This is an optimization exercise on Yosys and OpenROAD, whose aim is small area, not a production implementation. Function was checked by simulation only, so behaviour that the tests miss may differ from the original. The clock port is modelled as an ideal driver; clocking choices that lean on that would not hold on a real chip. No activity file was given, so power comes from the tool's default toggle rates.

delta:
==> flow/design.v <==
`timescale 1ns / 1ps
module aihs_ao22 (input a1, input a2, input b1, input b2, output y);
assign y = (a1 & a2) | (b1 & b2);
endmodule
module aihs_aoi222 (input a1, input a2, input b1, input b2, input c1, input c2, output y);
assign y = ~((a1 & a2) | (b1 & b2) | (c1 & c2));
endmodule
module aihs_nand2 (input a, input b, output y);
assign y = ~(a & b);
endmodule
module aihs_nand3 (input a, input b, input c, output y);
assign y = ~(a & b & c);
endmodule
module aihs_nand4 (input a, input b, input c, input d, output y);
assign y = ~(a & b & c & d);
endmodule
module axi_stream_insert_header_1 #(
parameter DATA_WD = 32,
parameter DATA_BYTE_WD = DATA_WD / 8,
parameter BYTE_CNT_WD = $clog2(DATA_BYTE_WD)
) (
input clk,
input rst_n,
input valid_in,
input [DATA_WD-1 : 0] data_in,
input [DATA_BYTE_WD-1 : 0] keep_in,
input last_in,
output ready_in,
output valid_out,
output [DATA_WD-1 : 0] data_out,
output [DATA_BYTE_WD-1 : 0] keep_out,
output last_out,
input ready_out,
input valid_insert,
input [DATA_WD-1 : 0] data_insert,
input [DATA_BYTE_WD-1 : 0] keep_insert,
input [BYTE_CNT_WD-1: 0] byte_insert_cnt,
output ready_insert
);
reg l1, l2, lo0, lo1;
wire pulse = ~l1 & l2;
always @(posedge clk or negedge rst_n)
if (!rst_n) begin
    l1 <= 1'b0; l2 <= 1'b0; lo0 <= 1'b0; lo1 <= 1'b0;
end else begin
    l1 <= last_in; l2 <= l1; lo0 <= pulse; lo1 <= lo0;
end
assign ready_in = ~pulse;
assign last_out = lo1;
reg s_ready, ins, n1;
wire hs = valid_insert & s_ready;
always @(posedge clk or negedge rst_n)
if (!rst_n) begin
    s_ready <= 1'b0; ins <= 1'b0; n1 <= 1'b0;
end else begin
    ins <= hs; s_ready <= ~ins; n1 <= s_ready;
end
assign ready_insert = s_ready;
assign valid_out = ~n1 | s_ready;
wire k1111 = keep_insert == 4'b1111;
wire k0111 = keep_insert == 4'b0111;
wire k0011 = keep_insert == 4'b0011;
wire k0001 = keep_insert == 4'b0001;
wire kval = k1111 | k0111 | k0011 | k0001;
wire en = valid_in & ~pulse & rst_n;    
wire eh = hs & kval;                    
wire en_n = ~en;
wire eh_n = ~eh;
wire ek_n = ~hs;
reg nz1;
always @(posedge clk or negedge rst_n)
if (!rst_n) nz1 <= 1'b0;
else if (en) nz1 <= 1'b1;
wire en1 = en & nz1;
wire [3:0] ehb = {4{eh}} & {k1111, k1111 | k0111, ~k0001, 1'b1};
reg nzh0;
always @(posedge clk or negedge rst_n)
if (!rst_n) nzh0 <= 1'b0;
else if (eh) nzh0 <= 1'b1;
reg [31:0] r1, r2, hdr;
reg [3:0] kin;
reg [3:0] ks;     
wire [31:0] r1_d, r2_d, hdr_d;
wire [3:0] kin_d, ks_d;
wire [3:0] ks_new = {k0001, k0011, k0111, k1111};
genvar i;
generate
for (i = 0; i < 32; i = i + 1) begin : g_w
    aihs_ao22 u_r1 (.a1(en), .a2(data_in[i]), .b1(en_n), .b2(r1[i]), .y(r1_d[i]));
    aihs_ao22 u_r2 (.a1(en1), .a2(r1[i]), .b1(en_n), .b2(r2[i]), .y(r2_d[i]));
    aihs_ao22 u_hd (.a1(ehb[i/8]), .a2(data_insert[i]), .b1(eh_n), .b2(hdr[i]), .y(hdr_d[i]));
end
for (i = 0; i < 4; i = i + 1) begin : g_k
    aihs_ao22 u_ki (.a1(en), .a2(keep_in[i]), .b1(en_n), .b2(kin[i]), .y(kin_d[i]));
    aihs_ao22 u_ks (.a1(hs), .a2(ks_new[i]), .b1(ek_n), .b2(ks[i]), .y(ks_d[i]));
end
endgenerate
always @(posedge clk) begin
    r1 <= r1_d; r2 <= r2_d; hdr <= hdr_d; kin <= kin_d; ks <= ks_d;
end
wire si1 = ins & k0111, si2 = ins & k0011, si3 = ins & k0001;
wire b0 = ~ins & ks[0], b1 = ~ins & ks[1], b2 = ~ins & ks[2], b3 = ~ins & ks[3];
wire ld = (ins & kval) | b0 | b1 | b2 | b3;
wire hold = ~ld;
wire sh = ins & k1111 & nzh0;
wire a1 = (si1 | b1) & nz1, a2 = (si2 | b2) & nz1, a3 = (si3 | b3) & nz1;
reg [31:0] hdo;
reg nzh;
wire [31:0] hdo_d;
generate
for (i = 0; i < 8; i = i + 1) begin : g_h
    wire x3a, x3b, x3c;
    aihs_aoi222 u3a (.a1(sh), .a2(hdr[24+i]), .b1(si1), .b2(data_insert[16+i]), .c1(si2), .c2(data_insert[8+i]), .y(x3a));
    aihs_aoi222 u3b (.a1(si3), .a2(data_insert[i]), .b1(b0), .b2(r2[24+i]), .c1(b1), .c2(r2[16+i]), .y(x3b));
    aihs_aoi222 u3c (.a1(b2), .a2(r2[8+i]), .b1(b3), .b2(r2[i]), .c1(hold), .c2(hdo[24+i]), .y(x3c));
    aihs_nand3 u3 (.a(x3a), .b(x3b), .c(x3c), .y(hdo_d[24+i]));
    wire x2a, x2b, x2c, x2d;
    aihs_aoi222 u2a (.a1(sh), .a2(hdr[16+i]), .b1(si1), .b2(data_insert[8+i]), .c1(si2), .c2(data_insert[i]), .y(x2a));
    aihs_aoi222 u2b (.a1(a3), .a2(r1[24+i]), .b1(b0), .b2(r2[16+i]), .c1(b1), .c2(r2[8+i]), .y(x2b));
    aihs_nand2 u2c (.a(b2), .b(r2[i]), .y(x2c));
    aihs_nand2 u2d (.a(hold), .b(hdo[16+i]), .y(x2d));
    aihs_nand4 u2 (.a(x2a), .b(x2b), .c(x2c), .d(x2d), .y(hdo_d[16+i]));
    wire x1a, x1b, x1c;
    aihs_aoi222 u1a (.a1(sh), .a2(hdr[8+i]), .b1(si1), .b2(data_insert[i]), .c1(a2), .c2(r1[24+i]), .y(x1a));
    aihs_aoi222 u1b (.a1(a3), .a2(r1[16+i]), .b1(b0), .b2(r2[8+i]), .c1(b1), .c2(r2[i]), .y(x1b));
    aihs_nand2 u1c (.a(hold), .b(hdo[8+i]), .y(x1c));
    aihs_nand3 u1 (.a(x1a), .b(x1b), .c(x1c), .y(hdo_d[8+i]));
    wire x0a, x0b;
    aihs_aoi222 u0a (.a1(sh), .a2(hdr[i]), .b1(a1), .b2(r1[24+i]), .c1(a2), .c2(r1[16+i]), .y(x0a));
    aihs_aoi222 u0b (.a1(a3), .a2(r1[8+i]), .b1(b0), .b2(r2[i]), .c1(hold), .c2(hdo[i]), .y(x0b));
    aihs_nand2 u0 (.a(x0a), .b(x0b), .y(hdo_d[i]));
end
endgenerate
always @(posedge clk) hdo <= hdo_d;
always @(posedge clk or negedge rst_n)
if (!rst_n) nzh <= 1'b0;
else if (ld) nzh <= 1'b1;
wire so = ready_out & nzh, sr = ~ready_out;
generate
for (i = 0; i < 32; i = i + 1) begin : g_o
    aihs_ao22 u_o (.a1(so), .a2(hdo[i]), .b1(sr), .b2(r2[i]), .y(data_out[i]));
end
endgenerate
reg [3:0] keep_out_r;
wire [3:0] kl = ({4{k1111}} & kin) | ({4{k0111}} & {kin[2:0], 1'b0})
              | ({4{k0011}} & {kin[1:0], 2'b0}) | ({4{k0001}} & {kin[0], 3'b0})
              | {4{~kval}};
always @(posedge clk or negedge rst_n)
if (!rst_n) keep_out_r <= 4'b0;
else keep_out_r <= valid_out ? 4'b1111 : ({4{lo1}} & kl);
assign keep_out = keep_out_r;
endmodule
==> flow/config.mk <==
export PLATFORM = sky130hd
export DESIGN_NAME = axi_stream_insert_header_1
export DESIGN_NICKNAME = axi_stream_insert_header_1
export VERILOG_FILES = /design/flow/design.v
export SDC_FILE = /design/flow/constraint.sdc
export NUM_CORES = 4
export LEC_CHECK = 0
export CAP_MARGIN = 20
export CORE_MARGIN = 2
export CORE_UTILIZATION = 40
export SLEW_MARGIN = 20
export SYNTH_HIERARCHICAL = 1
==> flow/constraint.sdc <==
create_clock -name core_clock -period 5.0 [get_ports {clk}]
set_input_delay 1.0000 -clock core_clock [delete_from_list [all_inputs] [get_ports {clk}]]
set_output_delay 1.0000 -clock core_clock [all_outputs]
set_load 0.01 [all_outputs]
standard.sh (not shown) runs the stock make flow with config.mk's settings and CLKGATE_MAP_FILE= SYNTH_SCRIPT=/design/flow/synth_recipe.tcl, a recipe that flattens the netlist after the stock synthesis.
==> flow/flow/run.sh <==
#!/bin/bash
# The standard layout (standard.sh) with these changes:
#  - the port buffers are buf_1 instead of the default pick;
#  - CTS builds its tree from clkbuf_4 (root clkbuf_8) with no dummy loads,
#    and post_cts.tcl upsizes leaf buffers whose slew is high.
# make's output goes to make.log; ORFS keeps each step's log under orfs/logs.
set -euo pipefail
export BUFFER_PORTS_ARGS="-buffer_cell sky130_fd_sc_hd__buf_1"
export CTS_ARGS="-sink_clustering_enable -repair_clock_nets -dont_use_dummy_load -root_buf sky130_fd_sc_hd__clkbuf_8 -buf_list sky130_fd_sc_hd__clkbuf_4"
export POST_CTS_TCL="$(pwd)/flow/post_cts.tcl"
bash standard.sh > make.log 2>&1
==> flow/flow/post_cts.tcl <==
estimate_parasitics -placement
set upsized 0
foreach inst [get_cells *] {
  if {[get_property $inst ref_name] == "sky130_fd_sc_hd__clkbuf_4"} {
    set pin [get_pins [get_full_name $inst]/X]
    if {[get_property $pin slew_max] > 0.115} {
      replace_cell [get_full_name $inst] sky130_fd_sc_hd__clkbuf_8
      incr upsized
    }
  }
}
puts "post_cts: upsized $upsized clock buffers"
if {$upsized > 0} {
  detailed_placement
  check_placement -verbose
  estimate_parasitics -placement
}
delta: full flow OK, the timing, design-rule and antenna checks passed
The inputs of cedar differ from those of delta as listed below.
- changing CAP_MARGIN from 20 to 0
- changing SLEW_MARGIN from 20 to 0
--- outcome ---
cedar vs delta: proportion of layout cells with a drive suffix above 1 down in cedar. Diff cedar..delta | portion of the clock cycle consumed by the worst path in the final layout | negligible. Looking at cedar and delta, the fraction of registers with async set/reset is a wash. Any difference in final area between delta and cedar is small enough to ignore. Compared with delta, cedar shows a detailed-route wire length per cell that is 0.31% lower. In terms of boundary pin count, cedar and delta differ only marginally. From delta to cedar the numbers moved as follows: overall power of the completed layout level, required time of the worst setup path was more or less identical, clock skew after layout barely changed, routed wire length down about 0.3%.

==> separate check: timing with driven ports <==
No port has a modelled driver above. Below, the same layouts with a new extraction and two added sets of constraints. Step 1, drivers: a clkbuf_16 drives clk and a buf_2 each remaining input, both assumed. Step 2 also shifts input and output timing later by t, the mid clock arrival at the registers, as if the neighbouring blocks saw the same clock. Three values: no drivers, after step 1, after step 2; two values: the first two.
run | shift t [ns] | setup WS [ns] | slew at the worst register clock pin (ns) | worst data-port slew with drivers (ns) | cell pins on the clock port's net
delta | 0.448 | 1.736 / 1.712 / 1.488 | 0.11 / 0.11 | 0.04 | 1
cedar | 0.445 | 1.739 / 1.715 / 1.498 | 0.11 / 0.11 | 0.04 | 1
After both steps every run listed still meets setup and hold. The setup slack of delta, which loses most, moves by -0.024 ns with the drivers and by -0.248 ns with both steps.
